Context: an optimization exercise on an open-source flow, tuned for small area, a short achievable clock period and few clock cycles per item. The choices shown serve that exercise and are no tape-out recipe. In this exercise RTL edits were held to simulation tests only and were not proved equivalent to the original.

## flow/design.v (module list and top-level ports; edited modules follow where they fit)
// module PixelSolverMultiCore: 144 lines
// module dp1: 2238 lines
// module dp2: 443 lines
// module add44: 272 lines
// module add45: 279 lines
module PixelSolverMultiCore (
  input               io_cmd_valid,
  output              io_cmd_ready,
  input      [27:0]   io_cmd_payload_x,
  input      [27:0]   io_cmd_payload_y,
  output              io_rsp_valid,
  input               io_rsp_ready,
  output     [5:0]    io_rsp_payload_iteration,
  input               clk,
  input               reset
);
  // ...
==> flow/flow/run.sh <==
#!/bin/bash
# Layout flow: the standard synthesis, then an inverter-polarity pass on the
# synthesized netlist (flow/invopt.py: full adders are self-dual, so most
# inverters between them can go), then the standard ORFS layout with
# repair_timing asked to over-fix setup by a margin, so that the layout is
# optimised below the design's clock period.
set -euo pipefail
HERE=$(pwd)
RES=$HERE/orfs/results/$FLOW_PLATFORM/PixelSolverMultiCore/base
bash standard.sh "$RES/1_2_yosys.v" > flow_synth.log 2>&1
cp "$RES/1_2_yosys.v" "$HERE/synth_standard.v"
python3 flow/invopt.py "$HERE/synth_standard.v" "$RES/1_2_yosys.v" > flow_invopt.log 2>&1
export SETUP_SLACK_MARGIN=12.3
bash standard.sh > flow_make.log 2>&1
==> flow/flow/invopt.py <==
#!/usr/bin/env python3
"""Inverter polarity optimisation on a Yosys-written sky130hd netlist.

A full adder is self-dual: FA(~a, ~b, ~c) = (~sum, ~cout).  Synthesis leaves
many inverters between full adders.  This pass removes every inverter, then
chooses for each full adder whether it computes its outputs in true or in
complemented form (flipping its inputs accordingly) so that as few signals as
possible are needed in both polarities, and adds back one inverter for each
signal that still is.  Registers, ports and all other cells are unchanged.

usage: invopt.py in.v out.v
"""
import re, sys, collections

OUT_PINS = {"X", "Y", "Q", "Q_N", "SUM", "COUT", "HI", "LO"}
src = open(sys.argv[1]).read()
m = re.search(r"^module\s+(\S+)\s*\((.*?)\);", src, re.S | re.M)
ports = set(p.strip() for p in m.group(2).split(","))
inst_re = re.compile(r"^\s*(sky130_fd_sc_hd__\w+)\s+(\S+(?: )?)\s*\((.*?)\);\s*$", re.S | re.M)
pin_re = re.compile(r"\.(\w+)\(([^()]*)\)")

body_start = src.index(";", m.end() - 1) + 1
cells = []
for im in inst_re.finditer(src):
    typ, name, pins = im.group(1), im.group(2).strip(), im.group(3)
    pl = [(p, n.strip()) for p, n in pin_re.findall(pins)]
    cells.append([typ, name, pl, im.start(), im.end()])
first = cells[0][3]; last = cells[-1][4]
head = src[:first]; tail = src[last:]
assert "assign" not in src[first:last]

def is_inv(c):
    return re.match(r"sky130_fd_sc_hd__(clk)?inv_\d+$", c[0]) is not None
def is_fa(c):
    return re.match(r"sky130_fd_sc_hd__fa_\d+$", c[0]) is not None
def portnet(n):
    base = n.split("[")[0].strip().lstrip("\\")
    return base in ports or n in ports

driver = {}
for i, c in enumerate(cells):
    for p, n in c[2]:
        if p in OUT_PINS:
            driver[n] = (i, p)

# inverters eligible for removal: output not a port net
removable = set()
for i, c in enumerate(cells):
    if is_inv(c):
        y = dict(c[2])["Y"]
        if not portnet(y):
            removable.add(i)

memo = {}
def lit(n):
    """net -> (base net, polarity) following removable inverters."""
    if n in memo: return memo[n]
    d = driver.get(n)
    if d is not None and d[0] in removable:
        a = dict(cells[d[0]][2])["A"]
        b, p = lit(a)
        r = (b, p ^ 1)
    else:
        r = (n, 0)
    memo[n] = r
    return r

fa_ids = [i for i, c in enumerate(cells) if is_fa(c)]
phi = {i: 0 for i in fa_ids}
# FA driving base nets
fa_of_base = {}
for i in fa_ids:
    for p, n in cells[i][2]:
        if p in ("SUM", "COUT"):
            if portnet(n):
                phi[i] = None  # fixed, never flip
            fa_of_base[n] = i
# requirements: base -> list of (cell id or -1, pol)
req = collections.defaultdict(list)
uses = collections.defaultdict(list)  # fa id -> list of bases it consumes
for i, c in enumerate(cells):
    if i in removable: continue
    for p, n in c[2]:
        if p in OUT_PINS: continue
        if n.startswith(("1'", "0'")) or n == "": continue
        b, pol = lit(n)
        req[b].append((i, pol))
        if is_fa(c): uses[i].append(b)
# port nets driven through removable inverters cannot happen (excluded); ports read as outputs are consumers too
def prov(b):
    i = fa_of_base.get(b)
    if i is None or phi[i] is None: return 0
    return phi[i]
def eff(i, pol):
    if i in phi and phi[i]: return pol ^ 1
    return pol
def cost(b):
    p = prov(b)
    for i, pol in req[b]:
        if eff(i, pol) != p: return 1
    return 0
total0 = sum(cost(b) for b in req)
n_inv0 = len(removable)
changed = True
it = 0
while changed and it < 50:
    changed = False; it += 1
    for i in fa_ids:
        if phi[i] is None: continue
        aff = set(uses[i])
        for p, n in cells[i][2]:
            if p in ("SUM", "COUT"): aff.add(n)
        before = sum(cost(b) for b in aff)
        phi[i] ^= 1
        after = sum(cost(b) for b in aff)
        if after < before:
            changed = True
        else:
            phi[i] ^= 1
total1 = sum(cost(b) for b in req)
print(f"inverters removed {n_inv0}, signals needing inverters before {total0} after {total1}, passes {it}", file=sys.stderr)

# emit
def esc(n):
    return n + " " if n.startswith("\\") else n
inv_net = {}
new_cells = []
k = 0
for b in req:
    if cost(b):
        k += 1
        nn = f"_invopt_{k}_"
        inv_net[b] = nn
        new_cells.append(f"  sky130_fd_sc_hd__inv_1 _invopt_c{k}_ (\n    .A({esc(b)}),\n    .Y({nn})\n  );\n")
out = []
for i, c in enumerate(cells):
    if i in removable: continue
    lines = []
    for p, n in c[2]:
        if p not in OUT_PINS and not n.startswith(("1'", "0'")) and n != "":
            b, pol = lit(n)
            e = eff(i, pol)
            n = b if e == prov(b) else inv_net[b]
        lines.append(f"    .{p}({esc(n)})")
    out.append(f"  {c[0]} {esc(c[1])} (\n" + ",\n".join(lines) + "\n  );\n")
decl = "".join(f"  wire _invopt_{j}_;\n" for j in range(1, k + 1))
open(sys.argv[2], "w").write(head + decl + "".join(out) + "".join(new_cells) + tail)
==> flow/standard.sh <==
#!/bin/bash
# synth_recipe.tcl (not shown) runs the flow's synth.tcl, then flattens the netlist and writes it again
# the make line also repeats each setting of config.mk as NAME=value (left out here)
make -C /OpenROAD-flow-scripts/flow DESIGN_CONFIG=/design/flow/config.mk WORK_HOME=/design/flow/orfs CLKGATE_MAP_FILE= SYNTH_SCRIPT=/design/flow/synth_recipe.tcl "${@:-finish}"
==> flow/config.mk <==
export PLATFORM = sky130hd
export DESIGN_NAME = PixelSolverMultiCore
export DESIGN_NICKNAME = PixelSolverMultiCore
export VERILOG_FILES = /design/flow/design.v
export SDC_FILE = /design/flow/constraint.sdc
export NUM_CORES = 4
export LEC_CHECK = 0
export ABC_AREA = 1
export CAP_MARGIN = 20
export CORE_MARGIN = 2
export CORE_UTILIZATION = 65
export CTS_CLUSTER_DIAMETER = 70
export CTS_CLUSTER_SIZE = 20
export SLEW_MARGIN = 20
==> flow/constraint.sdc <==
create_clock -name core_clock -period 17.0 [get_ports {clk}]
set_input_delay 3.4000 -clock core_clock [delete_from_list [all_inputs] [get_ports {clk}]]
set_output_delay 3.4000 -clock core_clock [all_outputs]
set_load 0.01 [all_outputs]
==> flow_summary.toml, run 1 <==
[flow_run]
cap_viol_max_count = 0

[sta]
max_freq_mhz = 215
hold_ws_ns = 0.316
timing.final.crit_period_ns = 4.66

[hold_path]
min_to = "x01[1]$_DFF_P_"
hold_depth = 0

[finish]
diodes = 0
biggestCellCategory = "multi-input combinational cells"
top_register = "rob_d"
finalNonFillerCells = 5576
finish.instance_area_um2 = 49900
seq_share_pct = 27.0
multi_input_area_share_pct = 59.6
multi_input_area_um2 = 29800
syn2layout_area_growth_pct = 7.16
layout-drive-gt1-share_pct = 5.19
final_nets = 5704
n_all_buffers = 159

[global_route]
met2_usage_pct = 56.4
grt_use_total_pct = 35.1
grtUsageMet1_pct = 46.6

[worst_setup_path]
cp.arrival_ns = 1.26
reg2reg_slack_ns = 12.40
worst_r2r_path_depth = 10
crit_chain = "clkdlybuf4s15_1"

[floorplan]
taps = 950
ios = 68
fp.coreArea_um2 = 71200

[logic_synthesis]
yosysWarningCount = 2

[placement]
placed_area_um2 = 48100
pre_cts_slack_ns = 11.48

[clock_network]
postCtsSetupBuffers = 4
cts_tree = "built"
clkLatencyLatePin_ns = 0.64

[status]
status = "no timing/DRC/antenna violations"

[route]
wl_per_cell_um = 22.5
wirelength_met1_mm = 48.9
drt_iter0_drc = 2963
Testbench counts, summed over its fixed seeds: cycles 114,659, items 7,200.
==> run 2, diff against run 1 <==
--- a/flow/flow/run.sh
+++ b/flow/flow/run.sh
@@ -10,5 +10,5 @@
 bash standard.sh "$RES/1_2_yosys.v" > flow_synth.log 2>&1
 cp "$RES/1_2_yosys.v" "$HERE/synth_standard.v"
 python3 flow/invopt.py "$HERE/synth_standard.v" "$RES/1_2_yosys.v" > flow_invopt.log 2>&1
-export SETUP_SLACK_MARGIN=12.3
+export SETUP_SLACK_MARGIN=12.4
 bash standard.sh > flow_make.log 2>&1
==> run 2 against run 1 <==
Compared with the run above:
- still clean
- critical endpoint is now io_cmd_ready
- non-clock buffer count rose by 5
- count of clock-buffer cells in the layout unchanged
- clock skew about the same
- synthesized area did not move
==> flow_summary.toml, run 2 <==
[finish]
layout_commonest_cell = "fa_1"
syn2layout_area_growth_pct = 7.31
fillers = 5555
finalNonFillerCells = 5582
multi_input_area_um2 = 29800
largest_reg_flops = 48
final_nets = 5709
seqCellArea_um2 = 13500
top_register = "rob_d"
layout-drive-gt1-share_pct = 5.59
final_cell_mix = "fa_1, inv_1, nand2_1"

[worst_setup_path]
cpPeakStageDelay_ns = 0.38
slowest_stage = "dfrtp_1"
cp.buffers_inverters = 1
cp.required_ns = 13.60
reg2reg_slack_ns = 12.46
crit_chain = "buf_2"
cp.arrival_ns = 1.17
worst_r2r_path_depth = 10
cp_max_fo = 2
endpoint_kind = "output pin"
cp.depth = 1
crit_family = "flip-flops"
cp-start-kind = "flip-flop"
crit_type = "reg2out"

[placement]
dp.cells = 5477
gp_congestion = 0.945
io_buffers = 67
hpwl_mm = 95.9

[global_route]
grt_pass1_vias = 33900
grt_max_degree = 57
grt_overflow = 0
grt_use_total_pct = 35.1
antenna_found_initial = 3
grt_pass1_wl_mm = 195

[route]
wl_per_cell_um = 22.5
remaining_drc_errors = 0
ant_nets = 0
avgViaCountPerCell = 5.83
drt_iter0_drc = 2914
dr.pass1.iters = 6
wl_mm = 125
routed-via-count = 32500

[clock_network]
cts_htree_levels = 2
cts_tree = "built"
numCtsBuffers = 45
cts_hold_buffers = 0
cts_buffer_depth = 3
clk_pin_slew_ns = 0.08
clkLatencyLatePin_ns = 0.65
cts_root_buffer = "clkbuf_16"
cts_sinks = 617

[floorplan]
start_util_pct = 65.3
die_w_um = 272
die_area_um2 = 73800
die_h_um = 272
num_rows = 98
fp.coreArea_um2 = 71200
ios = 68

[status]
status = "no timing/DRC/antenna violations"

[sta]
fin_setup_tns_ns = 0
relSlewSlack_pct = 27.5
slew_violations = 0
skew_ns = 0.0341
rsz0062_at_grt = "true"
worst_pin_slew_ns = 1.08
max_freq_mhz = 219
setup_violations = 0
period_share_pct = 26.9
timing.final.crit_period_ns = 4.57
hold_viol = 0

[flow_run]
cap_viol_max_count = 0

[logic_synthesis]
syn_inst = 4608
synth.net_count = 5719
yosysWarningCount = 2
syn_area_per_cell_um2 = 10.1
syn_area_um2 = 46600

[hold_path]
hold_class = "reg2reg"
hold_depth = 0
[run 2: area by class of cell]
type	count	area share (%)
repair inverters	1	0.0100
multi-input cells	3088	59.6
diodes	1	0.00501
repair buffers	164	2.82
clock inverters	26	0.676
well taps	950	2.38
clock buffers	54	2.34
inverters	681	5.21
flip-flops and latches	617	27.0
[run 2: repair_timing]
| item | CTS | global route |
|---|---|---|
| cloned | 3 | 0 |
| setup endpoints to repair | 134 | 140 |
| pin swaps | 1 | 3 |
| gates resized for setup | 52 | 28 |
| setup buffers | 4 | 17 |
[run 2: path summary, 6_finish.rpt]
path	from	endpoint
min reg2reg	x02[1]$_DFF_P_	x01[1]$_DFF_P_
max	rdy$_DFF_PP0_	io_cmd_ready
max reg2reg	y1[19]$_DFF_P_	b1r[22]$_DFF_P_
min	x02[1]$_DFF_P_	x01[1]$_DFF_P_
min in group asynchronous	reset	rdy$_DFF_PP0_
max in group asynchronous	reset	rob_v[2]$_DFFE_PP0P_
[run 2: metrics by stage]
step / area [um^2] / hold WS (ns) / util, % / setup slack, ns
2_1_floorplan: 46600 / 0.310 / - / 12.43
3_3_place_gp: 48100 / 0.310 / 67.5 / 11.56
3_5_place_dp: 48100 / 0.312 / 67.5 / 11.48
4_1_cts: 49700 / 0.309 / 69.8 / 12.38
5_1_grt: 50000 / 0.327 / 70.1 / 12.36
6_report: 50000 / 0.323 / 70.1 / 12.43
[run 2: metal layers]
layer / wire length [um] / share of wire, % / GRT usage (%) / vias to the layer above
met5: 15 / 0.012 / 0 / -
li1: - / - / - / 14500
met2: 58700 / 47 / 56.5 / 1506
met4: 6420 / 5.1 / 15.2 / 2
met1: 49600 / 40 / 46.8 / 16200
met3: 10700 / 8.5 / 6.80 / 337
==> run 3, diff against run 2 <==
--- a/flow/flow/run.sh
+++ b/flow/flow/run.sh
@@ -10,5 +10,5 @@
 bash standard.sh "$RES/1_2_yosys.v" > flow_synth.log 2>&1
 cp "$RES/1_2_yosys.v" "$HERE/synth_standard.v"
 python3 flow/invopt.py "$HERE/synth_standard.v" "$RES/1_2_yosys.v" > flow_invopt.log 2>&1
-export SETUP_SLACK_MARGIN=12.4
+export SETUP_SLACK_MARGIN=12.5
 bash standard.sh > flow_make.log 2>&1
==> run 3 against run 2 <==
Compared with the run above:
- still clean on timing, DRC and antenna
- clock skew rose by 0.020 ns
- routed wire length is 2.3% higher
- first-iteration DRC count increased by 11%
- fmax decreased by 0.11%
- sequential share of layout area decreased by 0.13 points
- synthesized cell count is the same
- critical path depth unchanged
==> flow_summary.toml, run 3 <==
[status]
status = "no timing/DRC/antenna violations"

[finish]
final_cell_mix = "fa_1, inv_1, nand2_1"
largest_reg_flops = 48
layout_commonest_cell = "fa_1"
final_nets = 5713
fillers = 5450
top_register = "rob_d"
syn2layout_area_growth_pct = 7.89
finalNonFillerCells = 5589
layout-drive-gt1-share_pct = 6.19

[placement]
gp_congestion = 0.972
dp.cells = 5470
hpwl_mm = 96.2
io_buffers = 67

[route]
wl_mm = 128
remaining_drc_errors = 0
routed-via-count = 32800
avgViaCountPerCell = 5.86
drt_iter0_drc = 3231
wl_per_cell_um = 23.0
ant_nets = 0
dr.pass1.iters = 7

[clock_network]
cts_buffer_depth = 3
cts_tree = "built"
cts_htree_levels = 2
cts_root_buffer = "clkbuf_16"
clkLatencyLatePin_ns = 0.66
cts_sinks = 617
clk_pin_slew_ns = 0.08
numCtsBuffers = 46

[sta]
skew_ns = 0.0542
timing.final.crit_period_ns = 4.57
setup_violations = 0
max_freq_mhz = 219
period_share_pct = 26.9
rsz0062_at_grt = "true"
slew_violations = 0
hold_viol = 0
fin_setup_tns_ns = 0
relSlewSlack_pct = 30.7
worst_pin_slew_ns = 1.03

[floorplan]
start_util_pct = 65.3
die_area_um2 = 73800
ios = 68
fp.coreArea_um2 = 71200
num_rows = 98
die_w_um = 272
die_h_um = 272

[logic_synthesis]
yosysWarningCount = 2
synth.net_count = 5719
syn_area_per_cell_um2 = 10.1
syn_inst = 4608
syn_area_um2 = 46600

[global_route]
grt_overflow = 0
grt_pass1_wl_mm = 198
antenna_found_initial = 2
grt_pass1_vias = 34200
grt_max_degree = 68
grt_use_total_pct = 35.8

[worst_setup_path]
cp_max_fo = 2
crit_family = "flip-flops"
cp-start-kind = "flip-flop"
reg2reg_slack_ns = 12.53
cp.arrival_ns = 1.17
slowest_stage = "dfrtp_1"
cpPeakStageDelay_ns = 0.38
endpoint_kind = "output pin"
cp.buffers_inverters = 1
cp.required_ns = 13.60
crit_type = "reg2out"
crit_chain = "buf_2"

[flow_run]
cap_viol_max_count = 0

[hold_path]
hold_class = "reg2reg"
==> run 3: cell count changes in the layout (fill, tap and decap cells not counted), moves of 5 or more <==
cell        change
buf_4           -6
ha_2            +5
buf_6           +5
inv_1          -10
ha_1            -8
clkinvlp_4      +8
==> run 3: per-layer routing <==
| layer | part of all wire (%) | track usage, % |
|---|---|---|
| met1 | 39 | 47.3 |
| met2 | 46 | 57.0 |
| met3 | 9.1 | 7.06 |
| met4 | 5.7 | 17.2 |
| met5 | 0 | 0 |
==> run 3: worst paths after layout <==
path                                     start              endpoint  cells past startpoint
worst max-delay path            ov$_DFFE_PP0P_          io_rsp_valid                      1
worst min-delay path            sy2[8]$_DFF_P_        sy1[8]$_DFF_P_                      0
worst max register to register  y1[15]$_DFF_P_       p1r[23]$_DFF_P_                     13
worst min register to register  sy2[8]$_DFF_P_        sy1[8]$_DFF_P_                      0
max in group asynchronous                reset  rob_v[4]$_DFFE_PP0P_                      2
min in group asynchronous                reset   head[3]$_DFFE_PP0P_                      2
==> run 3: final cells by class <==
| class | instances | area (um^2) | area share, % |
|---|---|---|---|
| antenna | 3 | 7.51 | 0.0149 |
| clock buffer | 57 | 1220 | 2.44 |
| clock inverter | 25 | 354 | 0.705 |
| inverter | 681 | 2630 | 5.23 |
| multi-input combinational | 3088 | 29900 | 59.4 |
| sequential | 617 | 13500 | 26.8 |
| tap | 950 | 1190 | 2.37 |
| timing repair buffer | 166 | 1480 | 2.94 |
| timing repair inverter | 2 | 10.0 | 0.0199 |
==> run 3: timing repair <==
| item | CTS | global route |
|---|---|---|
| pin swaps | 1 | 2 |
| resized for setup | 87 | 41 |
| hold buffers | 0 | 0 |
| setup buffers | 13 | 17 |
| cloned | 3 | 1 |
| endpoints found under the setup margin | 147 | 153 |
==> run 3: metrics by stage <==
stage	setup WS, ns	hold slack (ns)	area, um^2	utilization [%]
finish	12.43	0.310	50200	70.5
global route	12.39	0.318	50200	70.5
CTS	12.39	0.303	49900	70.0
detailed placement	11.62	0.312	48100	67.5
global placement	11.71	0.310	48100	67.5
floorplan	12.53	0.310	46600	-
==> run 4, diff against run 3 <==
--- a/flow/flow/run.sh
+++ b/flow/flow/run.sh
@@ -10,5 +10,5 @@
 bash standard.sh "$RES/1_2_yosys.v" > flow_synth.log 2>&1
 cp "$RES/1_2_yosys.v" "$HERE/synth_standard.v"
 python3 flow/invopt.py "$HERE/synth_standard.v" "$RES/1_2_yosys.v" > flow_invopt.log 2>&1
-export SETUP_SLACK_MARGIN=12.5
+export SETUP_SLACK_MARGIN=12.4
 bash standard.sh > flow_make.log 2>&1
--- a/flow/config.mk
+++ b/flow/config.mk
@@ -9,6 +9,6 @@
 export CAP_MARGIN = 20
 export CORE_MARGIN = 2
 export CORE_UTILIZATION = 65
-export CTS_CLUSTER_DIAMETER = 70
-export CTS_CLUSTER_SIZE = 20
+export CTS_CLUSTER_DIAMETER = 80
+export CTS_CLUSTER_SIZE = 25
 export SLEW_MARGIN = 20
==> run 4 against run 3 <==
Compared with the run above:
- synthesized area stayed put
- worst setup slack worse by 0.0016 ns
- fmax hardly changed
- non-clock buffer count is 7 lower
- design area is 1.0% lower
- critical path type unchanged
- largest cell class unchanged
==> flow_summary.toml, run 4 <==
[status]
status = "no timing/DRC/antenna violations"

[finish]
top_register = "rob_d"
syn2layout_area_growth_pct = 6.77
final_cell_mix = "fa_1, inv_1, nand2_1"
final_nets = 5697
layout_commonest_cell = "fa_1"
largest_reg_flops = 48
fillers = 5602
finalNonFillerCells = 5566
layout-drive-gt1-share_pct = 5.27

[clock_network]
clk_pin_slew_ns = 0.10
cts_buffer_depth = 3
cts_sinks = 617
cts_root_buffer = "clkbuf_16"
cts_tree = "built"
clkLatencyLatePin_ns = 0.64
cts_htree_levels = 2
numCtsBuffers = 38

[floorplan]
num_rows = 98
fp.coreArea_um2 = 71200
die_area_um2 = 73800
ios = 68
die_h_um = 272
die_w_um = 272
start_util_pct = 65.3

[sta]
skew_ns = 0.0527
rsz0062_at_grt = "true"
setup_violations = 0
period_share_pct = 26.9
fin_setup_tns_ns = 0
relSlewSlack_pct = 26.6
worst_pin_slew_ns = 1.09
max_freq_mhz = 219
hold_viol = 0
timing.final.crit_period_ns = 4.57
slew_violations = 0

[logic_synthesis]
syn_area_per_cell_um2 = 10.1
synth.net_count = 5719
syn_inst = 4608
syn_area_um2 = 46600
yosysWarningCount = 2

[placement]
io_buffers = 67
dp.cells = 5477
gp_congestion = 0.945
hpwl_mm = 95.9

[route]
dr.pass1.iters = 6
wl_per_cell_um = 22.5
drt_iter0_drc = 2934
routed-via-count = 32300
remaining_drc_errors = 0
wl_mm = 125
ant_nets = 0
avgViaCountPerCell = 5.81

[worst_setup_path]
cp.arrival_ns = 1.17
crit_family = "flip-flops"
cpPeakStageDelay_ns = 0.40
cp.buffers_inverters = 1
cp.required_ns = 13.60
crit_type = "reg2out"
worst_r2r_path_depth = 11
endpoint_kind = "output pin"
cp_max_fo = 2
crit_chain = "buf_2"
slowest_stage = "dfrtp_1"
cp-start-kind = "flip-flop"
cp.depth = 1

[global_route]
grt_use_total_pct = 35.0
grt_overflow = 0
grt_max_degree = 57
antenna_found_initial = 4
grt_pass1_wl_mm = 195
grt_pass1_vias = 33700

[flow_run]
cap_viol_max_count = 0

[hold_path]
hold_depth = 0
hold_class = "reg2reg"
-- run 4: layout make-up --
cell class,count,area [um^2],area share [%]
flip-flops and latches,617,13500,27.1
clock inverters,21,290,0.584
inverters,681,2600,5.24
repair buffers,159,1370,2.75
repair inverters,1,5.00,0.0101
well taps,950,1190,2.39
diodes,1,2.50,0.00503
multi-input cells,3088,29800,59.9
clock buffers,48,998,2.01
-- run 4: worst paths after layout --
| check | start | slack [ns] | end |
|---|---|---|---|
| worst max-delay path | rdy$_DFF_PP0_ | 12.43 | io_cmd_ready |
| worst min-delay path | sy2[16]$_DFF_P_ | 0.31 | sy1[16]$_DFF_P_ |
| worst max register to register | y1[5]$_DFF_P_ | 12.47 | b1r[25]$_DFF_P_ |
| worst min register to register | sy2[16]$_DFF_P_ | 0.31 | sy1[16]$_DFF_P_ |
| max in group asynchronous | reset | 13.22 | rob_v[1]$_DFFE_PP0P_ |
| min in group asynchronous | reset | 3.24 | head[2]$_DFFE_PP0P_ |
-- run 4: worst register-to-register path, stage by stage, from the launching register on --
cell and delay, ns:
dfxtp_1 0.33, buf_4 0.32, inv_1 0.14, ha_1 0.86
inv_1 0.39, nand2_1 0.20, fa_1 0.43, inv_1 0.07
ha_1 0.23, fa_1 0.46, fa_1 0.56, fa_1 0.40
-- run 4: metal layers --
| layer | global-route usage (%) | part of all wire [%] | wire length [um] | vias to the layer above |
|---|---|---|---|---|
| met5 | 0 | 0 | 0 | - |
| li1 | - | - | - | 14400 |
| met1 | 46.9 | 39 | 49200 | 16100 |
| met4 | 14.3 | 4.9 | 6090 | 0 |
| met3 | 6.84 | 9.0 | 11300 | 304 |
| met2 | 56.3 | 47 | 58600 | 1465 |
-- run 4: per-stage QoR --
stage | hold slack [ns] | instance area (um^2) | worst slack, ns | util [%]
2_1_floorplan | 0.310 | 46600 | 12.43 | -
3_3_place_gp | 0.310 | 48100 | 11.56 | 67.5
3_5_place_dp | 0.312 | 48100 | 11.48 | 67.5
4_1_cts | 0.311 | 49500 | 12.37 | 69.5
5_1_grt | 0.319 | 49700 | 12.36 | 69.8
6_report | 0.307 | 49700 | 12.43 | 69.8
-- run 4: timing repair --
item	CTS	global route
resized for setup	53	29
hold buffers	0	0
buffers inserted	4	12
setup endpoints to repair	138	137
cloned	3	0
pin swaps	1	3
==> module PixelSolverMultiCore, before the edit <==
module PixelSolverMultiCore (
  input               io_cmd_valid,
  output              io_cmd_ready,
  input      [27:0]   io_cmd_payload_x,
  input      [27:0]   io_cmd_payload_y,
  output              io_rsp_valid,
  input               io_rsp_ready,
  output     [5:0]    io_rsp_payload_iteration,
  input               clk,
  input               reset
);
  reg  [21:0] bx, by;
  reg         bbig, bcornerhi;
  wire        ld;
  reg         bv, rdy;
  wire        bv_n = bv ? ~ld : (io_cmd_valid & rdy);
  assign io_cmd_ready = rdy;
  always @(posedge clk or posedge reset) begin
    if (reset) begin
      bv <= 1'b0; rdy <= 1'b0;
    end else begin
      bv <= bv_n; rdy <= ~bv_n;
    end
  end
  always @(posedge clk) begin
    if (!bv) begin
      bx <= io_cmd_payload_x[21:0];
      by <= io_cmd_payload_y[21:0];
      bbig <= (io_cmd_payload_x[27:21] != {7{io_cmd_payload_x[21]}}) |
              (io_cmd_payload_y[27:21] != {7{io_cmd_payload_y[21]}});
      bcornerhi <= (io_cmd_payload_x[27:21] == 7'h40) & (io_cmd_payload_y[27:21] == 7'h40);
    end
  end
  reg  [3:0]  head, tail;
  reg  [7:0]  rob_v;
  reg  [5:0]  rob_d [0:7];
  wire robfull = (tail[3] != head[3]) & (tail[2:0] == head[2:0]);
  reg         v1, new1;
  reg  [21:0] x1, y1, x01, y01;
  reg  [21:0] sx1, sy1;
  reg  [5:0]  it1;
  reg  [2:0]  tag1;
  wire [21:0] x0s = new1 ? bx : x01;
  wire [21:0] y0s = new1 ? by : y01;
  wire [43:0] a0, a1, b0, b1;
  wire [44:0] p0, p1;
  dp1 u_dp1 (.x(x1), .y(y1), .x0(x0s), .y0(y0s),
             .a0(a0), .a1(a1), .b0(b0), .b1(b1), .p0(p0), .p1(p1));
  reg         v2, fd2;
  reg  [43:0] a0r, a1r, b0r, b1r;
  reg  [44:0] p0r, p1r;
  reg  [21:0] x02, y02;
  reg  [21:0] sx2, sy2;
  reg         cyc2;
  reg  [5:0]  it2;
  reg  [2:0]  tag2;
  always @(posedge clk or posedge reset) begin
    if (reset) v2 <= 1'b0;
    else v2 <= v1;
  end
  always @(posedge clk) begin
    a0r <= a0; a1r <= a1; b0r <= b0; b1r <= b1;
    p0r <= p0; p1r <= p1;
    x02 <= x0s; y02 <= y0s;
    cyc2 <= ~new1 & (x1 == sx1) & (y1 == sy1);
    if (new1) begin
      sx2 <= bx; sy2 <= by;
      it2 <= (bcornerhi & (bx == 22'd0) & (by == 22'd0)) ? 6'd63 : 6'd1;
      tag2 <= tail[2:0] - 3'd1;
      fd2 <= bbig;
    end else begin
      if (it1[1:0] == 2'd0) begin
        sx2 <= x1; sy2 <= y1;
      end else begin
        sx2 <= sx1; sy2 <= sy1;
      end
      it2 <= it1; tag2 <= tag1; fd2 <= 1'b0;
    end
  end
  wire [43:0] s0r, s1r, d0r, d1r;
  dp2 u_dp2 (.a0(a0r), .a1(a1r), .b0(b0r), .b1(b1r),
             .s0(s0r), .s1(s1r), .d0(d0r), .d1(d1r));
  wire [43:0] dsum, ssum;
  wire [44:0] psum;
  add44 u_dadd (.a(d0r), .b(d1r), .s(dsum));
  add45 u_padd (.a(p0r), .b(p1r), .s(psum));
  add44 u_sadd (.a(s0r), .b(s1r), .s(ssum));
  wire [23:0] dh = dsum[43:20];
  wire [24:0] ph = psum[44:20];
  wire [1:0]  sh = ssum[43:42];
  wire esc  = sh != 2'd0;
  wire oob  = (dh[23:21] != {3{dh[21]}}) | (ph[24:21] != {4{ph[21]}});
  wire done = fd2 | esc | oob | cyc2 | (it2 == 6'd62);
  wire [5:0] it2p = it2 + 6'd1;
  wire [5:0] res  = (fd2 | esc) ? it2 : (cyc2 ? 6'd63 : it2p);
  wire free = ~v2 | done;
  assign ld = free & bv & ~robfull;
  always @(posedge clk or posedge reset) begin
    if (reset) begin
      v1 <= 1'b0; new1 <= 1'b0;
    end else begin
      v1 <= ~free | ld;
      new1 <= ld;
    end
  end
  always @(posedge clk) begin
    if (free) begin
      x1 <= bx; y1 <= by;
    end else begin
      x1 <= dh[21:0];
      y1 <= ph[21:0];
    end
    x01 <= x02; y01 <= y02;
    sx1 <= sx2; sy1 <= sy2;
    it1 <= it2p; tag1 <= tag2;
  end
  reg        ov;
  reg  [5:0] od;
  wire take = ~ov | io_rsp_ready;
  wire hv   = rob_v[head[2:0]];
  assign io_rsp_valid = ov;
  assign io_rsp_payload_iteration = od;
  integer i;
  always @(posedge clk or posedge reset) begin
    if (reset) begin
      ov <= 1'b0; head <= 4'd0; tail <= 4'd0; rob_v <= 8'd0;
    end else begin
      if (ld) tail <= tail + 4'd1;
      if (take) begin
        ov <= hv;
        if (hv) head <= head + 4'd1;
      end
      for (i = 0; i < 8; i = i + 1) begin
        if (v2 & done & (tag2 == i)) rob_v[i] <= 1'b1;
        else if (take & hv & (head[2:0] == i)) rob_v[i] <= 1'b0;
      end
    end
  end
  always @(posedge clk) begin
    if (take & hv) od <= rob_d[head[2:0]];
    for (i = 0; i < 8; i = i + 1)
      if (v2 & done & (tag2 == i)) rob_d[i] <= res;
  end
endmodule
==> run 5, diff against run 4 <==
--- a/flow/design.v
+++ b/flow/design.v
@@ -9,11 +9,12 @@
   input               clk,
   input               reset
 );
+  wire        cmd_in = io_cmd_valid & rdy;
   reg  [21:0] bx, by;
   reg         bbig, bcornerhi;
   wire        ld;
   reg         bv, rdy;
-  wire        bv_n = bv ? ~ld : (io_cmd_valid & rdy);
+  wire        bv_n = bv ? ~ld : (cmd_in & ~ld);
   assign io_cmd_ready = rdy;
   always @(posedge clk or posedge reset) begin
     if (reset) begin
@@ -94,7 +95,7 @@
   wire [5:0] it2p = it2 + 6'd1;
   wire [5:0] res  = (fd2 | esc) ? it2 : (cyc2 ? 6'd63 : it2p);
   wire free = ~v2 | done;
-  assign ld = free & bv & ~robfull;
+  assign ld = free & (bv | cmd_in) & ~robfull;
   always @(posedge clk or posedge reset) begin
     if (reset) begin
       v1 <= 1'b0; new1 <= 1'b0;
@@ -105,7 +106,11 @@
   end
   always @(posedge clk) begin
     if (free) begin
-      x1 <= bx; y1 <= by;
+      if (bv) begin
+        x1 <= bx; y1 <= by;
+      end else begin
+        x1 <= io_cmd_payload_x[21:0]; y1 <= io_cmd_payload_y[21:0];
+      end
     end else begin
       x1 <= dh[21:0];
       y1 <= ph[21:0];
==> run 5 against run 4 <==
Compared with the run above:
- fmax increased by 0.97%
- worst hold slack worse by 0.013 ns
- critical path depth unchanged
- design area is 0.86% higher
- utilization increased by 0.60 points
==> flow_summary.toml, run 5 <==
[logic_synthesis]
syn_area_um2 = 46600
synth.net_count = 5893
syn_area_per_cell_um2 = 9.76
yosysWarningCount = 2
syn_inst = 4782

[placement]
gp_congestion = 0.955
hpwl_mm = 97.7
placed_area_um2 = 48100
pre_cts_slack_ns = 11.64
io_buffers = 67

[floorplan]
ios = 68
die_area_um2 = 73900
die_h_um = 272
start_util_pct = 65.5
num_rows = 98
die_w_um = 272
fp.coreArea_um2 = 71200

[route]
avgViaCountPerCell = 5.83
routed-via-count = 33500
wl_per_cell_um = 22.5
remaining_drc_errors = 0
dr.pass1.iters = 6
ant_nets = 0
drt_iter0_drc = 3324
wl_mm = 129

[worst_setup_path]
cp-start-kind = "flip-flop"
crit_chain = "buf_2"
cp_max_fo = 2
slowest_stage = "dfrtp_1"
cp.required_ns = 13.60
cp.arrival_ns = 1.13
cp.buffers_inverters = 1
crit_type = "reg2out"
crit_family = "flip-flops"
cpPeakStageDelay_ns = 0.38
endpoint_kind = "output pin"

[global_route]
grt_overflow = 0
grt_pass1_vias = 34500
grt_pass1_wl_mm = 200
grt_max_degree = 45
antenna_found_initial = 1
grt_use_total_pct = 35.9

[finish]
syn2layout_area_growth_pct = 7.46
final_cell_mix = "fa_1, inv_1, nand2_1"
top_register = "rob_d"
layout_commonest_cell = "fa_1"
finish.instance_area_um2 = 50100
largest_reg_flops = 48
final_nets = 5877
layout-drive-gt1-share_pct = 5.44

[flow_run]
cap_viol_max_count = 0

[sta]
max_freq_mhz = 221
setup_violations = 0
rsz0062_at_grt = "false"
worst_pin_slew_ns = 1.01
hold_ws_ns = 0.294
period_share_pct = 26.6
skew_ns = 0.0402
timing.final.crit_period_ns = 4.53
hold_viol = 0
fin_setup_tns_ns = 0
slew_violations = 0
relSlewSlack_pct = 31.9
fin_ws_ns = 12.47

[clock_network]
numCtsBuffers = 40
cts_sinks = 617
clkLatencyLatePin_ns = 0.62
cts_buffer_depth = 3
cts_htree_levels = 2
cts_root_buffer = "clkbuf_16"
cts_hold_buffers = 0
cts_tree = "built"
clk_pin_slew_ns = 0.09

[status]
status = "no timing/DRC/antenna violations"

[hold_path]
hold_class = "reg2reg"
run 5: repair_timing:
item,4_1_cts,5_1_grt
gates cloned,4,2
endpoints found under the setup margin,192,186
hold endpoints to repair,0,0
pin swaps,2,5
setup buffers,14,24
gates resized for setup,66,51
run 5: area by class of cell:
cell class	instances	area, um^2
tap	950	1190
clock buffer	46	1040
clock inverter	24	343
sequential	617	13000
timing repair inverter	1	5.00
inverter	704	2700
fill	5574	21100
antenna	1	2.50
multi-input combinational	3231	30400
timing repair buffer	171	1450
run 5: final timing paths:
kind / start / end / slack (ns) / depth (start not counted)
setup reg to reg: y1[15]$_DFF_P_ / b1r[25]$_DFF_P_ / 12.52 / 11
setup / recovery: rdy$_DFF_PP0_ / io_cmd_ready / 12.47 / 1
max in group asynchronous: reset / rob_v[3]$_DFFE_PP0P_ / 13.21 / 2
min in group asynchronous: reset / tail[3]$_DFFE_PP0P_ / 3.26 / 2
hold / removal: sx2[0]$_DFF_P_ / sx1[0]$_DFF_P_ / 0.29 / 0
hold reg to reg: sx2[0]$_DFF_P_ / sx1[0]$_DFF_P_ / 0.29 / 0
run 5: per-layer routing:
layer  GRT usage (%)  wire (um)
met4            15.6       6600
met2            57.2      59800
met1            48.6      51100
met3            6.90      11800
met5               0          0
run 5: metrics by stage:
stage	util [%]	std cells
after CTS	69.8	5718
after global routing	70.4	5744
final	70.4	5745
after global placement	67.6	5630
after detailed placement	67.6	5630
after floorplan	-	4782
Testbench counts of run 5, summed over its fixed seeds: cycles 113,812, items 7,200.
==> run 6, diff against run 5 <==
--- a/flow/config.mk
+++ b/flow/config.mk
@@ -5,7 +5,6 @@
 export SDC_FILE = /design/flow/constraint.sdc
 export NUM_CORES = 4
 export LEC_CHECK = 0
-export ABC_AREA = 1
 export CAP_MARGIN = 20
 export CORE_MARGIN = 2
 export CORE_UTILIZATION = 65
==> run 6 against run 5 <==
Compared with the run above:
- synthesized area increased by 9.0%
- via count grew 18%
- design area grew 11%
- non-clock buffer count up 89
- sequential share of layout area down 2.5 points
- first-iteration DRC count is 48% higher
- routed wire length rose by 20%
- clock skew decreased by 0.0040 ns
- global-route usage rose by 2.7 points
- utilization is 1.4 points higher
- flip-flop and latch count did not move
- worst hold slack improved by 0.022 ns
- critical path type is now reg2reg
- largest cell class unchanged
==> flow_summary.toml, run 6 <==
[status]
status = "no timing/DRC/antenna violations"

[global_route]
grt_pass1_vias = 39400
antenna_found_initial = 4
grt_overflow = 0
grt_use_total_pct = 38.7
grt_max_degree = 90
grt_pass1_wl_mm = 236

[floorplan]
die_w_um = 284
num_rows = 102
die_h_um = 284
ios = 68
fp.coreArea_um2 = 77500
die_area_um2 = 80400
start_util_pct = 65.6

[logic_synthesis]
syn_inst = 5239
yosysWarningCount = 2
syn_area_per_cell_um2 = 9.70
synth.net_count = 6350
syn_area_um2 = 50800

[sta]
fin_setup_tns_ns = 0
period_share_pct = 28.1
relSlewSlack_pct = 19.5
setup_violations = 0
max_freq_mhz = 209
timing.final.crit_period_ns = 4.78
hold_viol = 0
skew_ns = 0.0362
slew_violations = 0
worst_pin_slew_ns = 1.19
rsz0062_at_grt = "true"

[route]
ant_nets = 0
top_layer_used = "met5"
remaining_drc_errors = 0
avgViaCountPerCell = 6.35
dr_wl_met3_mm = 16.6
wl_mm = 155
wl_per_cell_um = 25.0
drt_iter0_drc = 4915
wl_met2_mm = 69.1
routed-via-count = 39400
wirelength_met1_mm = 59.0
dr.pass1.iters = 8

[worst_setup_path]
cp-start-kind = "flip-flop"
endpoint_kind = "flip-flop"
crit_type = "reg2reg"
cp.required_ns = 17.51
cp_max_fo = 6
cp.arrival_ns = 5.29

[clock_network]
clk_pin_slew_ns = 0.10
numCtsBuffers = 39
cts_tree = "built"
clkLatencyLatePin_ns = 0.63
cts_buffer_depth = 3
cts_hold_buffers = 0
cts_sinks = 617
cts_root_buffer = "clkbuf_16"
cts_htree_levels = 2

[placement]
hpwl_mm = 110
io_buffers = 67
gp_congestion = 0.967

[finish]
top_register = "rob_d"
final_nets = 6249
final_cell_mix = "fa_1, inv_1, dfxtp_1"
layout_commonest_cell = "fa_1"
largest_reg_flops = 48
syn2layout_area_growth_pct = 9.46
layout-drive-gt1-share_pct = 12.9

[flow_run]
cap_viol_max_count = 0

[hold_path]
hold_class = "reg2reg"
## run 6: cell count changes in the layout (fill, tap and decap cells not counted), sizes merged, moves of 84 or more
cell | before | now
nand2 | 688 | 280
a21oi | 95 | 321
xor2 | 290 | 69
o22ai | 241 | 67
or2 | 5 | 129
inv | 705 | 584
mux2 | 0 | 89
a22oi | 0 | 85
buf | 112 | 197
a211oi | 7 | 91
## run 6: per-layer routing
metal	vias up	global-route usage [%]
met5	-	0
met4	4	20.7
met3	550	8.26
met2	2233	59.5
met1	19500	51.7
li1	17100	-
## run 6: per-stage QoR
step | util, % | hold WS [ns] | cells | worst slack [ns] | instance area [um^2]
after CTS | 70.7 | 0.318 | 6167 | 12.25 | 54800
after detailed placement | 67.2 | 0.312 | 6036 | 10.68 | 52000
after global routing | 71.8 | 0.338 | 6203 | 12.02 | 55600
final | 71.8 | 0.316 | 6206 | 12.22 | 55600
after global placement | 67.2 | 0.310 | 6036 | 10.88 | 52000
after floorplan | - | 0.310 | 5239 | 12.41 | 50900
## run 6: worst paths after layout
kind                                       from                  end  slack (ns)  cells after the start
worst max-delay path            b0r[17]$_DFF_P_        x1[4]$_DFF_P_       12.22                     20
min in group asynchronous                 reset  tail[3]$_DFFE_PP0P_        3.29                      2
max in group asynchronous                 reset       new1$_DFF_PP0_       13.00                      2
worst min-delay path             sx2[9]$_DFF_P_       sx1[9]$_DFF_P_        0.32                      0
worst min register to register   sx2[9]$_DFF_P_       sx1[9]$_DFF_P_        0.32                      0
worst max register to register  b0r[17]$_DFF_P_        x1[4]$_DFF_P_       12.22                     20
## run 6: area by class of cell
cell class | count | area (um^2)
Fill cell | 5898 | 21800
Antenna cell | 3 | 7.51
Inverter | 596 | 2310
Clock buffer | 44 | 1000
Timing Repair Buffer | 260 | 2560
Multi-Input combinational cell | 3624 | 35000
Clock inverter | 22 | 345
Tap cell | 1040 | 1300
Sequential cell | 617 | 13100
## run 6: what timing repair did
item	CTS	global route
hold endpoints to repair	0	0
pin swaps	39	25
gates resized for setup	211	138
endpoints found under the setup margin	262	228
buffers inserted	59	34
cloned	6	2
## run 6: worst max-delay path, stage by stage (launching register included)
cell	delay (ns)
dfxtp_2	0.34
fa_1	0.56
inv_1	0.06
fa_1	0.49
ha_4	0.30
nand4_1	0.12
buf_6	0.16
buf_6	0.11
nor4_4	0.18
o21ai_2	0.10
buf_6	0.14
a21oi_4	0.19
o21ai_4	0.09
or3_4	0.40
nand3_4	0.11
o2111ai_4	0.16
nor4_4	0.31
buf_4	0.17
buf_12	0.14
buf_16	0.16
mux2_2	0.34
==> run 7, diff against run 6 <==
--- a/flow/flow/run.sh
+++ b/flow/flow/run.sh
@@ -10,5 +10,5 @@
 bash standard.sh "$RES/1_2_yosys.v" > flow_synth.log 2>&1
 cp "$RES/1_2_yosys.v" "$HERE/synth_standard.v"
 python3 flow/invopt.py "$HERE/synth_standard.v" "$RES/1_2_yosys.v" > flow_invopt.log 2>&1
-export SETUP_SLACK_MARGIN=12.4
+export SETUP_SLACK_MARGIN=12.5
 bash standard.sh > flow_make.log 2>&1
--- a/flow/config.mk
+++ b/flow/config.mk
@@ -5,6 +5,7 @@
 export SDC_FILE = /design/flow/constraint.sdc
 export NUM_CORES = 4
 export LEC_CHECK = 0
+export ABC_AREA = 1
 export CAP_MARGIN = 20
 export CORE_MARGIN = 2
 export CORE_UTILIZATION = 65
==> run 7 against run 6 <==
Compared with the run above:
- still clean on timing, DRC and antenna
- worst setup slack improved by 0.20 ns
- flip-flop and latch count unchanged
- synthesized cell count decreased by 8.7%
- non-clock buffer count decreased by 74
- routed wire length decreased by 16%
- critical path depth decreased by 19
- fmax increased by 4.5%
- sequential share of layout area increased by 2.4 points
- critical path type is now reg2out
- highest routed layer is now met4
==> flow_summary.toml, run 7 <==
[finish]
final_cell_mix = "fa_1, inv_1, nand2_1"
fillers = 5488
syn2layout_area_growth_pct = 7.93
layout-drive-gt1-share_pct = 5.77
layout_commonest_cell = "fa_1"
finish.utilization_pct = 70.7
largest_reg_flops = 48
top_register = "rob_d"
final_nets = 5888

[sta]
fin_setup_tns_ns = 0
worst_pin_slew_ns = 1.06
slew_violations = 0
timing.final.crit_period_ns = 4.58
setup_violations = 0
skew_ns = 0.0461
max_freq_mhz = 218
period_share_pct = 26.9
rsz0062_at_grt = "true"
relSlewSlack_pct = 28.3
hold_viol = 0

[clock_network]
cts_htree_levels = 2
clk_pin_slew_ns = 0.10
numCtsBuffers = 38
cts_root_buffer = "clkbuf_16"
cts_buffer_depth = 3
clkLatencyLatePin_ns = 0.65
cts_tree = "built"
cts_hold_buffers = 0
cts_sinks = 617

[route]
wl_mm = 130
drt_iter0_drc = 3216
dr.pass1.iters = 5
avgViaCountPerCell = 5.83
ant_nets = 0
wl_per_cell_um = 22.7
routed-via-count = 33600
remaining_drc_errors = 0

[floorplan]
die_area_um2 = 73900
die_w_um = 272
fp.coreArea_um2 = 71200
start_util_pct = 65.5
ios = 68
num_rows = 98
die_h_um = 272

[global_route]
grt_overflow = 0
grt_pass1_vias = 35200
grtUsageMet1_pct = 49.2
grtUsageMet3_pct = 6.86
busiest_layer = "met2"
antenna_found_initial = 2
grt_use_total_pct = 36.3
grt_max_degree = 54
met2_usage_pct = 57.1
grt_pass1_wl_mm = 202

[placement]
gp_congestion = 0.974
hpwl_mm = 97.2
io_buffers = 67

[worst_setup_path]
slowest_stage = "edfxtp_1"
r2r-start = "y1[13]$_DFF_P_"
r2r-end = "p1r[23]$_DFF_P_"
endpoint = "io_rsp_payload_iteration[2]"
worst_r2r_path_depth = 14
crit_type = "reg2out"
cp_max_fo = 1
cp.arrival_ns = 1.18
critPathLaunch = "od[2]$_DFFE_PP_"
endpoint_kind = "output pin"
cp.required_ns = 13.60
reg2reg_slack_ns = 12.56
cp-start-kind = "flip-flop"
cp.buffers_inverters = 1
crit_chain = "buf_2"
cpPeakStageDelay_ns = 0.38
crit_family = "flip-flops"
cp.depth = 1

[logic_synthesis]
syn_inst = 4782
syn_area_um2 = 46600
synth.net_count = 5893
yosysWarningCount = 2
syn_area_per_cell_um2 = 9.76

[flow_run]
cap_viol_max_count = 0

[hold_path]
hp-start = "y02[0]$_DFF_P_"
hold_class = "reg2reg"

[status]
status = "no timing/DRC/antenna violations"
## run 7: cell types whose count changed in the layout (fill, tap and decap cells not counted), sizes merged, moves of 72 or more
| cell | before | now |
|---|---|---|
| nand2 | 280 | 687 |
| a21oi | 321 | 95 |
| xor2 | 69 | 290 |
| o22ai | 67 | 241 |
| or2 | 129 | 5 |
| inv | 584 | 696 |
| mux2 | 89 | 0 |
| a22oi | 85 | 0 |
| a211oi | 91 | 7 |
| o21ai | 285 | 213 |
## run 7: timing repair
action | CTS | global route
gates resized for setup | 81 | 62
cloned | 3 | 1
buffers inserted | 16 | 25
setup endpoints to repair | 229 | 215
pin swaps | 2 | 4
## run 7: how the worst min path moves through the flow
stage	end	slack, ns	depth (start not counted)
final	y01[0]$_DFF_P_	0.31	0
after global routing	y01[0]$_DFF_P_	0.31	0
after CTS	y01[0]$_DFF_P_	0.31	0
after detailed placement	sy1[13]$_DFF_P_	0.31	0
after global placement	x01[5]$_DFF_P_	0.31	0
after floorplan	sx1[0]$_DFF_P_	0.31	0
## run 7: layout make-up
| class | instances | area (um^2) | share of cell area (%) |
|---|---|---|---|
| clock inverter | 21 | 307 | 0.609 |
| sequential | 617 | 13000 | 25.9 |
| timing repair inverter | 1 | 5.00 | 0.00994 |
| multi-input combinational | 3229 | 30400 | 60.4 |
| clock buffer | 46 | 1020 | 2.03 |
| antenna | 2 | 5.00 | 0.00994 |
| inverter | 704 | 2700 | 5.37 |
| tap | 950 | 1190 | 2.36 |
| timing repair buffer | 186 | 1690 | 3.35 |
## run 7: metrics by stage
stage	setup WS, ns	area [um^2]	instances	hold WS, ns
2_1_floorplan	12.53	46700	4782	0.310
3_3_place_gp	11.50	48200	5642	0.310
3_5_place_dp	11.41	48200	5642	0.312
5_1_grt	12.38	50300	5754	0.312
6_report	12.42	50300	5756	0.312
4_1_cts	12.40	49800	5728	0.306
## run 7: metal layers
metal  vias to the layer above  wire length (um)
met2                      1618             60000
met4                         0              6880
met3                       343             11900
li1                      14900                 -
met5                         -                 0
met1                     16700             51600

[port drivers added, routing unchanged]
Ports are ideal in the flow. The routed layouts listed here were re-timed in OpenROAD. Step 1, drivers: a clkbuf_16 drives clk and a buf_2 each remaining input, both assumed. Step 2 adds t to the input delays and takes it off the output delays; t is the mean of the earliest and latest rising clock arrival at the registers after step 1. Input paths then give back, and output paths get back, about the clock's delay inside the block. Three values: no drivers, after step 1, after step 2; two values: the first two.
run	t (ns)	setup WS [ns]	pins driven straight from the clock port
run 1	0.695	12.341 / 12.273 / 11.895	1
run 2	0.697	12.433 / 12.365 / 11.947	1
run 3	0.695	12.428 / 12.363 / 12.021	1
run 4	0.676	12.426 / 12.361 / 11.973	1
run 5	0.669	12.470 / 12.402 / 12.039	1
run 6	0.689	12.219 / 12.219 / 11.957	1
run 7	0.694	12.423 / 12.356 / 11.964	1
After both steps every run listed still meets setup and hold. For run 2, which loses most, drivers alone change the setup slack by -0.068 ns; drivers and shift together by -0.486 ns.
